Background: an optimization exercise with open tools, aiming at small area and a short achievable clock period. Do not read the settings as production practice.
At most, simulation tests tie the RTL to the original design; equivalence was not proved.
No activity file was given, so power comes from the tool's default toggle rates.

==> nickel: inputs <==
// LabFPGA2
module LabFPGA2 #(
	parameter int WIDTH = 24,
	parameter int DIVIDER = 40
)(
	input		logic					clk_i,
										rst_i,
										en_reg_i,
										sw_reg_b_i,
										slct_op_i,
										slct_byte_i,
										slct_sb_i,
	input		logic	[3:0]			cntrl_alu_i,
	input		logic	[3:0]			op_i,
	output	logic	[3:0]			flag_o,
	output	logic	[41:0]		display_o,
	output	logic	[1:0]			counter_slct_op_o,
										counter_slct_byte_o,
	output 	logic					sb_op_o
);
==> module alu_out, before the edit <==
module alu_out (
	input  logic [3:0]  cntrl_alu_i,
	input  logic [23:0] a,
	input  logic [23:0] b,
	input  logic [1:0]  view,
	input  logic [24:0] c_add,
	input  logic [24:0] c_sub,
	input  logic [24:0] c_inc,
	input  logic [24:0] c_dec,
	input  logic [24:0] shl,
	input  logic [24:0] shr,
	output logic [24:0] r,
	output logic [3:0]  flag_o,
	output logic [41:0] display_o
);
	logic [15:0] s;
	always_comb for (int k = 0; k < 16; k++) s[k] = (cntrl_alu_i == k);
	wire big = |b[23:5];
	logic [3:0] tt;
	always_comb begin
		case (cntrl_alu_i)
			4'd0, 4'd9, 4'd10: tt = 4'b0110;    
			4'd1:              tt = 4'b1001;    
			4'd2, 4'd6:        tt = 4'b1100;    
			4'd3:              tt = 4'b0011;    
			4'd4:              tt = 4'b1000;    
			4'd7:              tt = 4'b0101;    
			4'd8:              tt = 4'b0111;    
			default:           tt = 4'b0000;
		endcase
	end
	logic [23:0] x, y;
	always_comb for (int k = 0; k < 24; k++) x[k] = tt[{a[k], b[k]}];
	assign y = ({24{s[0]}} & c_add[23:0]) | ({24{s[1]}} & c_sub[23:0])
	         | ({24{s[2]}} & c_inc[23:0]) | ({24{s[3]}} & c_dec[23:0]);
	wire r24 = (s[0] & c_add[24]) | (s[1] & ~c_sub[24]) | (s[2] & c_inc[24]) | (s[3] & ~c_dec[24])
	         | s[7] | s[8] | (s[11] & ~big & shl[24]);
	wire lt = ~c_sub[24];
	wire bit0x = (s[5] & ((|a) | (|b))) | (s[13] & lt) | (s[14] & ~lt);
	assign r = {r24, (x ^ y) | ({24{s[11] & ~big}} & shl[23:0]) | ({24{s[12] & ~big}} & shr[23:0]) | {23'd0, bit0x}};
	assign flag_o[0] = (r == 25'd0);
	assign flag_o[1] = r[23];
	assign flag_o[2] = r[24];
	assign flag_o[3] = r[24];
	logic [23:0] display;
	always_comb begin
		case (view)
			2'b00:   display = a;
			2'b01:   display = b;
			default: display = r[23:0];
		endcase
	end
	always_comb begin
		for (int i = 0; i < 6; i++) begin
			case (display[4*i +: 4])
				4'h0: display_o[7*i +: 7] = 7'b100_0000;
				4'h1: display_o[7*i +: 7] = 7'b111_1001;
				4'h2: display_o[7*i +: 7] = 7'b010_0100;
				4'h3: display_o[7*i +: 7] = 7'b011_0000;
				4'h4: display_o[7*i +: 7] = 7'b001_1001;
				4'h5: display_o[7*i +: 7] = 7'b001_0010;
				4'h6: display_o[7*i +: 7] = 7'b000_0010;
				4'h7: display_o[7*i +: 7] = 7'b111_1000;
				4'h8: display_o[7*i +: 7] = 7'b000_0000;
				4'h9: display_o[7*i +: 7] = 7'b001_1000;
				4'ha: display_o[7*i +: 7] = 7'b000_1000;
				4'hb: display_o[7*i +: 7] = 7'b000_0011;
				4'hc: display_o[7*i +: 7] = 7'b100_0110;
				4'hd: display_o[7*i +: 7] = 7'b010_0001;
				4'he: display_o[7*i +: 7] = 7'b000_0110;
				default: display_o[7*i +: 7] = 7'b000_1110;
			endcase
		end
	end
endmodule
Settings: LEC_CHECK=0, CAP_MARGIN=20, CORE_MARGIN=2, CORE_UTILIZATION=40, SLEW_MARGIN=20, SYNTH_HIERARCHICAL=1; clock period 12.0 ns.
standard.sh (not shown) runs the stock make flow with config.mk's settings and CLKGATE_MAP_FILE= SYNTH_SCRIPT=/design/flow/synth_recipe.tcl, a recipe that flattens the netlist after the stock synthesis.
==> flow/flow/run.sh <==
#!/bin/bash
# Own layout flow: the standard ORFS flow (standard.sh) with
#  - the standard synthesis script (synth_recipe.tcl, hierarchical), but ABC's mapping run
#    on each module (alu_dp, alu_out, top) separately with flow/abc_area.script, without
#    the slow cells listed in flow/dont_use.txt, and no full/half-adder cell extraction;
#  - port buffers of type buf_2;
#  - extra ORFS settings from flow/knobs.txt (one VAR=value per line).
# The make output goes to flow_make.log; ORFS keeps each step's log under orfs/logs.
set -euo pipefail
W=$(pwd)
cat > "$W/my_synth.tcl" <<EOT
proc abc {args} {
  set i [lsearch -exact \$args -script]
  set j [expr {\$i + 1}]
  set a [lreplace \$args \$j \$j $W/flow/abc_area.script]
  set f [open $W/flow/dont_use.txt r]
  foreach c [split [string trim [read \$f]]] { if {\$c ne ""} { lappend a -dont_use \$c } }
  close \$f
  yosys abc {*}\$a alu_dp
  yosys abc {*}\$a alu_out
  yosys abc {*}\$a LabFPGA2
}
source $W/synth_recipe.tcl
EOT
KNOBS=()
while IFS= read -r line; do
  [[ -z "$line" || "$line" == \#* ]] && continue
  KNOBS+=("$line")
done < "$W/flow/knobs.txt"
bash "$W/standard.sh" \
  "SYNTH_SCRIPT=$W/my_synth.tcl" \
  "ADDER_MAP_FILE=" \
  "BUFFER_PORTS_ARGS=-buffer_cell sky130_fd_sc_hd__buf_2" \
  "${KNOBS[@]}" \
  finish > "$W/flow_make.log" 2>&1
==> flow/flow/abc_area.script <==
strash
&get -n
&st
&dch -f
&nf -R 1000 -p
&put
mfs2
strash
&get -n
&dch -f
&nf -R 1000 -p
&put
topo
stime -c
buffer -c
upsize -c
dnsize -c
==> flow/flow/dont_use.txt <==
sky130_fd_sc_hd__a222oi_1 sky130_fd_sc_hd__or4_1 sky130_fd_sc_hd__or4_2 sky130_fd_sc_hd__or4_4 sky130_fd_sc_hd__or4b_1 sky130_fd_sc_hd__or4b_2 sky130_fd_sc_hd__or4b_4 sky130_fd_sc_hd__or4bb_1 sky130_fd_sc_hd__or4bb_2 sky130_fd_sc_hd__or4bb_4 sky130_fd_sc_hd__or3_1 sky130_fd_sc_hd__or3_2 sky130_fd_sc_hd__or3_4 sky130_fd_sc_hd__or3b_1 sky130_fd_sc_hd__or3b_2 sky130_fd_sc_hd__or3b_4 sky130_fd_sc_hd__mux4_1 sky130_fd_sc_hd__mux4_2 sky130_fd_sc_hd__mux4_4 sky130_fd_sc_hd__nor4_1 sky130_fd_sc_hd__nor4_2 sky130_fd_sc_hd__nor4_4 sky130_fd_sc_hd__nor4b_1 sky130_fd_sc_hd__nor4b_2 sky130_fd_sc_hd__nor4b_4 sky130_fd_sc_hd__nor4bb_1 sky130_fd_sc_hd__nor4bb_2 sky130_fd_sc_hd__nor4bb_4 sky130_fd_sc_hd__a2111oi_0 sky130_fd_sc_hd__a2111oi_1 sky130_fd_sc_hd__a2111oi_2 sky130_fd_sc_hd__a2111oi_4 sky130_fd_sc_hd__o2111ai_1 sky130_fd_sc_hd__o2111ai_2 sky130_fd_sc_hd__o2111ai_4 sky130_fd_sc_hd__a2111o_1 sky130_fd_sc_hd__a2111o_2 sky130_fd_sc_hd__a2111o_4 sky130_fd_sc_hd__o2111a_1 sky130_fd_sc_hd__o2111a_2 sky130_fd_sc_hd__o2111a_4
==> flow/flow/knobs.txt <==
ABC_AREA=1
SETUP_SLACK_MARGIN=4
CORE_UTILIZATION=65
CTS_BUF_LIST=sky130_fd_sc_hd__clkbuf_8
CTS_CLUSTER_SIZE=40
==> inputs of harbor, as changes to nickel <==
--- a/flow/design.v
+++ b/flow/design.v
@@ -567,13 +567,13 @@
 	assign y = ({24{s[0]}} & c_add[23:0]) | ({24{s[1]}} & c_sub[23:0])
 	         | ({24{s[2]}} & c_inc[23:0]) | ({24{s[3]}} & c_dec[23:0]);
 	wire r24 = (s[0] & c_add[24]) | (s[1] & ~c_sub[24]) | (s[2] & c_inc[24]) | (s[3] & ~c_dec[24])
 	         | s[7] | s[8] | (s[11] & ~big & shl[24]);
 	wire lt = ~c_sub[24];
 	wire bit0x = (s[5] & ((|a) | (|b))) | (s[13] & lt) | (s[14] & ~lt);
-	assign r = {r24, (x ^ y) | ({24{s[11] & ~big}} & shl[23:0]) | ({24{s[12] & ~big}} & shr[23:0]) | {23'd0, bit0x}};
+	assign r = {r24, (x ^ (y | ({24{s[11] & ~big}} & shl[23:0]) | ({24{s[12] & ~big}} & shr[23:0]))) | {23'd0, bit0x}};
 	assign flag_o[0] = (r == 25'd0);
 	assign flag_o[1] = r[23];
 	assign flag_o[2] = r[24];
 	assign flag_o[3] = r[24];
 	logic [23:0] display;
 	always_comb begin
--- a/flow/flow/run.sh
+++ b/flow/flow/run.sh
@@ -1,11 +1,12 @@
 #!/bin/bash
 # Own layout flow: the standard ORFS flow (standard.sh) with
 #  - the standard synthesis script (synth_recipe.tcl, hierarchical), but ABC's mapping run
-#    on each module (alu_dp, alu_out, top) separately with flow/abc_area.script, without
-#    the slow cells listed in flow/dont_use.txt, and no full/half-adder cell extraction;
+#    on each module separately: flow/abc_dp.script on the operand
+#    datapath alu_dp, flow/abc_area.script on alu_out and the top module, without the
+#    slow cells listed in flow/dont_use.txt; and no full/half-adder cell extraction;
 #  - port buffers of type buf_2;
 #  - extra ORFS settings from flow/knobs.txt (one VAR=value per line).
 # The make output goes to flow_make.log; ORFS keeps each step's log under orfs/logs.
 set -euo pipefail
 W=$(pwd)
 cat > "$W/my_synth.tcl" <<EOT
@@ -13,13 +14,14 @@
   set i [lsearch -exact \$args -script]
   set j [expr {\$i + 1}]
   set a [lreplace \$args \$j \$j $W/flow/abc_area.script]
   set f [open $W/flow/dont_use.txt r]
   foreach c [split [string trim [read \$f]]] { if {\$c ne ""} { lappend a -dont_use \$c } }
   close \$f
-  yosys abc {*}\$a alu_dp
+  set d [lreplace \$a \$j \$j $W/flow/abc_dp.script]
+  yosys abc {*}\$d alu_dp
   yosys abc {*}\$a alu_out
   yosys abc {*}\$a LabFPGA2
 }
 source $W/synth_recipe.tcl
 EOT
 KNOBS=()
==> flow/flow/abc_area.script (replaced) <==
strash
&get -n
&st
&dch -f
&nf -R 1000 -p
&put
mfs2
strash
&get -n
&dch -f
&nf -R 1000 -p
&put
topo
stime -c
dnsize -c
==> flow/flow/abc_dp.script (new file) <==
strash
&get -n
&st
&dch -f
&nf -R 1000 -p
&put
mfs2
strash
&get -n
&dch -f
&nf -R 1000 -p
&put
topo
stime -c
buffer -c
upsize -c
dnsize -c
==> flow/flow/knobs.txt (replaced) <==
ABC_AREA=1
SETUP_SLACK_MARGIN=4
CORE_UTILIZATION=70
CTS_BUF_LIST=sky130_fd_sc_hd__clkbuf_8
CTS_CLUSTER_SIZE=40
==> inputs of garnet, as changes to nickel <==
--- a/flow/design.v
+++ b/flow/design.v
@@ -95,19 +95,74 @@
 				if (ld_br)                  reg_b[4*n +: 4] <= r[4*n +: 4];
 				else if (we_b & nib_sel[n]) reg_b[4*n +: 4] <= op_i;
 			end
 		end
 	end
 	logic [23:0] a, b;
+	logic [15:0] s;
 	logic [24:0] shl, shr, c_add, c_sub, c_inc, c_dec;
 	assign a = reg_a;
 	assign b = reg_b;
+	always_comb for (int k = 0; k < 16; k++) s[k] = (cntrl_alu_i == k);
 	alu_dp u_dp (.a(a), .b(b), .c_add(c_add), .c_sub(c_sub), .c_inc(c_inc), .c_dec(c_dec), .shl(shl), .shr(shr));
-	alu_out u_out (.cntrl_alu_i(cntrl_alu_i), .a(a), .b(b), .view(counter_slct_op),
-		.c_add(c_add), .c_sub(c_sub), .c_inc(c_inc), .c_dec(c_dec), .shl(shl), .shr(shr),
-		.r(r), .flag_o(flag_o), .display_o(display_o));
+	logic [3:0] tt;
+	always_comb begin
+		case (cntrl_alu_i)
+			4'd0, 4'd9, 4'd10: tt = 4'b0110;    
+			4'd1:              tt = 4'b1001;    
+			4'd2, 4'd6:        tt = 4'b1100;    
+			4'd3:              tt = 4'b0011;    
+			4'd4:              tt = 4'b1000;    
+			4'd7:              tt = 4'b0101;    
+			4'd8:              tt = 4'b0111;    
+			default:           tt = 4'b0000;
+		endcase
+	end
+	logic [23:0] x, y;
+	always_comb for (int k = 0; k < 24; k++) x[k] = tt[{a[k], b[k]}];
+	assign y = ({24{s[0]}} & c_add[23:0]) | ({24{s[1]}} & c_sub[23:0])
+	         | ({24{s[2]}} & c_inc[23:0]) | ({24{s[3]}} & c_dec[23:0]);
+	wire r24 = (s[0] & c_add[24]) | (s[1] & ~c_sub[24]) | (s[2] & c_inc[24]) | (s[3] & ~c_dec[24])
+	         | s[7] | s[8] | (s[11] & shl[24]);
+	wire lt = ~c_sub[24];
+	wire bit0x = (s[5] & ((|a) | (|b))) | (s[13] & lt) | (s[14] & ~lt);
+	assign r = {r24, (x ^ y) | ({24{s[11]}} & shl[23:0]) | ({24{s[12]}} & shr[23:0]) | {23'd0, bit0x}};
+	assign flag_o[0] = (r == 25'd0);
+	assign flag_o[1] = r[23];
+	assign flag_o[2] = r[24];
+	assign flag_o[3] = r[24];
+	logic [23:0] display;
+	always_comb begin
+		case (counter_slct_op)
+			2'b00:   display = reg_a;
+			2'b01:   display = reg_b;
+			default: display = r[23:0];
+		endcase
+	end
+	always_comb begin
+		for (int i = 0; i < 6; i++) begin
+			case (display[4*i +: 4])
+				4'h0: display_o[7*i +: 7] = 7'b100_0000;
+				4'h1: display_o[7*i +: 7] = 7'b111_1001;
+				4'h2: display_o[7*i +: 7] = 7'b010_0100;
+				4'h3: display_o[7*i +: 7] = 7'b011_0000;
+				4'h4: display_o[7*i +: 7] = 7'b001_1001;
+				4'h5: display_o[7*i +: 7] = 7'b001_0010;
+				4'h6: display_o[7*i +: 7] = 7'b000_0010;
+				4'h7: display_o[7*i +: 7] = 7'b111_1000;
+				4'h8: display_o[7*i +: 7] = 7'b000_0000;
+				4'h9: display_o[7*i +: 7] = 7'b001_1000;
+				4'ha: display_o[7*i +: 7] = 7'b000_1000;
+				4'hb: display_o[7*i +: 7] = 7'b000_0011;
+				4'hc: display_o[7*i +: 7] = 7'b100_0110;
+				4'hd: display_o[7*i +: 7] = 7'b010_0001;
+				4'he: display_o[7*i +: 7] = 7'b000_0110;
+				default: display_o[7*i +: 7] = 7'b000_1110;
+			endcase
+		end
+	end
 endmodule
 module alu_dp (
 	input  logic [23:0] a,
 	input  logic [23:0] b,
 	output logic [24:0] c_add,
 	output logic [24:0] c_sub,
@@ -525,84 +580,10 @@
 	wire t310 = t294 & t303;
 	wire t311 = t295 & t303;
 	assign c_add = {t102, t100, t98, t96, t94, t92, t90, t88, t86, t84, t82, t80, t78, t76, t74, t72, t54, t52, t50, t48, t26, t24, t0, ga0, 1'b0};
 	assign c_sub = {t206, t204, t202, t200, t198, t196, t194, t192, t190, t188, t186, t184, t182, t180, t178, t176, t158, t156, t154, t152, t130, t128, t104, gs0, 1'b1};
 	assign c_inc = {t259, t258, t257, t256, t255, t254, t253, t252, t251, t250, t249, t248, t247, t246, t245, t244, t235, t234, t233, t232, t221, t220, t208, a[0], 1'b1};
 	assign c_dec = ~{t311, t310, t309, t308, t307, t306, t305, t304, t303, t302, t301, t300, t299, t298, t297, t296, t287, t286, t285, t284, t273, t272, t260, ~a[0], 1'b1};
-	assign shl = {1'b0, a} << b[4:0];
-	assign shr = {1'b0, a} >> b[4:0];
-endmodule
-module alu_out (
-	input  logic [3:0]  cntrl_alu_i,
-	input  logic [23:0] a,
-	input  logic [23:0] b,
-	input  logic [1:0]  view,
-	input  logic [24:0] c_add,
-	input  logic [24:0] c_sub,
-	input  logic [24:0] c_inc,
-	input  logic [24:0] c_dec,
-	input  logic [24:0] shl,
-	input  logic [24:0] shr,
-	output logic [24:0] r,
-	output logic [3:0]  flag_o,
-	output logic [41:0] display_o
-);
-	logic [15:0] s;
-	always_comb for (int k = 0; k < 16; k++) s[k] = (cntrl_alu_i == k);
 	wire big = |b[23:5];
-	logic [3:0] tt;
-	always_comb begin
-		case (cntrl_alu_i)
-			4'd0, 4'd9, 4'd10: tt = 4'b0110;    
-			4'd1:              tt = 4'b1001;    
-			4'd2, 4'd6:        tt = 4'b1100;    
-			4'd3:              tt = 4'b0011;    
-			4'd4:              tt = 4'b1000;    
-			4'd7:              tt = 4'b0101;    
-			4'd8:              tt = 4'b0111;    
-			default:           tt = 4'b0000;
-		endcase
-	end
-	logic [23:0] x, y;
-	always_comb for (int k = 0; k < 24; k++) x[k] = tt[{a[k], b[k]}];
-	assign y = ({24{s[0]}} & c_add[23:0]) | ({24{s[1]}} & c_sub[23:0])
-	         | ({24{s[2]}} & c_inc[23:0]) | ({24{s[3]}} & c_dec[23:0]);
-	wire r24 = (s[0] & c_add[24]) | (s[1] & ~c_sub[24]) | (s[2] & c_inc[24]) | (s[3] & ~c_dec[24])
-	         | s[7] | s[8] | (s[11] & ~big & shl[24]);
-	wire lt = ~c_sub[24];
-	wire bit0x = (s[5] & ((|a) | (|b))) | (s[13] & lt) | (s[14] & ~lt);
-	assign r = {r24, (x ^ y) | ({24{s[11] & ~big}} & shl[23:0]) | ({24{s[12] & ~big}} & shr[23:0]) | {23'd0, bit0x}};
-	assign flag_o[0] = (r == 25'd0);
-	assign flag_o[1] = r[23];
-	assign flag_o[2] = r[24];
-	assign flag_o[3] = r[24];
-	logic [23:0] display;
-	always_comb begin
-		case (view)
-			2'b00:   display = a;
-			2'b01:   display = b;
-			default: display = r[23:0];
-		endcase
-	end
-	always_comb begin
-		for (int i = 0; i < 6; i++) begin
-			case (display[4*i +: 4])
-				4'h0: display_o[7*i +: 7] = 7'b100_0000;
-				4'h1: display_o[7*i +: 7] = 7'b111_1001;
-				4'h2: display_o[7*i +: 7] = 7'b010_0100;
-				4'h3: display_o[7*i +: 7] = 7'b011_0000;
-				4'h4: display_o[7*i +: 7] = 7'b001_1001;
-				4'h5: display_o[7*i +: 7] = 7'b001_0010;
-				4'h6: display_o[7*i +: 7] = 7'b000_0010;
-				4'h7: display_o[7*i +: 7] = 7'b111_1000;
-				4'h8: display_o[7*i +: 7] = 7'b000_0000;
-				4'h9: display_o[7*i +: 7] = 7'b001_1000;
-				4'ha: display_o[7*i +: 7] = 7'b000_1000;
-				4'hb: display_o[7*i +: 7] = 7'b000_0011;
-				4'hc: display_o[7*i +: 7] = 7'b100_0110;
-				4'hd: display_o[7*i +: 7] = 7'b010_0001;
-				4'he: display_o[7*i +: 7] = 7'b000_0110;
-				default: display_o[7*i +: 7] = 7'b000_1110;
-			endcase
-		end
-	end
+	assign shl = big ? 25'd0 : ({1'b0, a} << b[4:0]);
+	assign shr = big ? 25'd0 : ({1'b0, a} >> b[4:0]);
 endmodule
==> flow/flow/run.sh (replaced) <==
#!/bin/bash
# Own layout flow: the standard ORFS flow (standard.sh) with
#  - the standard synthesis script (synth_recipe.tcl, hierarchical), but ABC's mapping run
#    with flow/abc_dp.script (delay oriented) on the operand datapath module alu_dp and
#    with flow/abc_area.script (area oriented) on the top module, and no full/half-adder
#    cell extraction;
#  - port buffers of type buf_2;
#  - extra ORFS settings from flow/knobs.txt (one VAR=value per line).
# The make output goes to flow_make.log; ORFS keeps each step's log under orfs/logs.
set -euo pipefail
W=$(pwd)
cat > "$W/my_synth.tcl" <<EOT
proc abc {args} {
  set i [lsearch -exact \$args -script]
  set a_top [lreplace \$args [expr {\$i+1}] [expr {\$i+1}] $W/flow/abc_area.script]
  set a_dp  [lreplace \$args [expr {\$i+1}] [expr {\$i+1}] $W/flow/abc_dp.script]
  yosys abc {*}\$a_dp alu_dp
  yosys abc {*}\$a_top LabFPGA2
}
source $W/synth_recipe.tcl
EOT
KNOBS=()
while IFS= read -r line; do
  [[ -z "$line" || "$line" == \#* ]] && continue
  KNOBS+=("$line")
done < "$W/flow/knobs.txt"
bash "$W/standard.sh" \
  "SYNTH_SCRIPT=$W/my_synth.tcl" \
  "ADDER_MAP_FILE=" \
  "BUFFER_PORTS_ARGS=-buffer_cell sky130_fd_sc_hd__buf_2" \
  "${KNOBS[@]}" \
  finish > "$W/flow_make.log" 2>&1
==> flow/flow/abc_dp.script (new file) <==
&get -n
&st
&dch
&nf
&st
&syn2
&if -g -K 6
&synch2
&nf
&st
&syn2
&if -g -K 6
&synch2
&nf
&st
&syn2
&if -g -K 6
&synch2
&nf
&st
&syn2
&if -g -K 6
&synch2
&nf
&st
&syn2
&if -g -K 6
&synch2
&nf
&put
buffer -c
topo
stime -c
upsize -c
dnsize -c
==> flow/flow/knobs.txt (replaced) <==
ABC_AREA=1
SETUP_SLACK_MARGIN=5
removed: flow/flow/dont_use.txt
==> summary.txt <==
metric	garnet	harbor	nickel
Net switching fraction of the power	44.10%	43.32%	44.09%
Final period demand of the worst path	7.766 ns	7.908 ns	7.894 ns
Multi-input logic area	9119 um2	7517 um2	7751 um2
Worst setup path startpoint	cntrl_alu_i[0]	cntrl_alu_i[1]	reg_a[1]$_SDFFE_PN0P_
Per-instance average area after synthesis	7.022 um2	6.243 um2	6.365 um2
Result of the run	finished clean	finished clean	finished clean
Depth of the worst register-to-register path	17	25	18
Synthesized cell area	10460 um2	9846 um2	10200 um2
Count of non-CTS buffers in the layout	223	98	119
Layout cells sized above 1	34.39%	11.34%	16.05%
Vias in the first global route	10.94k	9802	10.08k
DR vias	12.24k	11.91k	12.22k
Vertical die dimension	165.7 um	122.6 um	129.3 um
Number of inverters outside the clock class in the layout	50	34	39
Function not checked in garnet: the RTL went through the layout flow alone.

what the ideal ports hide:
The flow's constraints put no driver on any port. The routed layouts listed below were extracted and timed again, unchanged, in two steps.
Step 1 assumes that a clkbuf_16 drives the clock port and a buf_2 every other input.
Step 2 also shifts input and output timing later by t, the mid clock arrival at the registers, as if the neighbouring blocks saw the same clock.
Slacks: ideal ports / drivers / drivers and shift; pairs: ideal ports / drivers.
run | t (ns) | slack for setup (ns) | worst setup path after step 2 | latest minus earliest clock arrival (ns)
nickel | 0.388 | 4.106 / 4.070 / 4.139 | input to output | 0.011 / 0.011
harbor | 0.394 | 4.092 / 4.069 / 4.069 | input to output | 0.015 / 0.014
garnet | 0.370 | 4.234 / 4.167 / 4.167 | input to output | 0.007 / 0.007
After both steps every run listed still meets setup and hold. The setup slack of garnet, which loses most, moves by -0.067 ns with the drivers and by -0.067 ns with both steps.
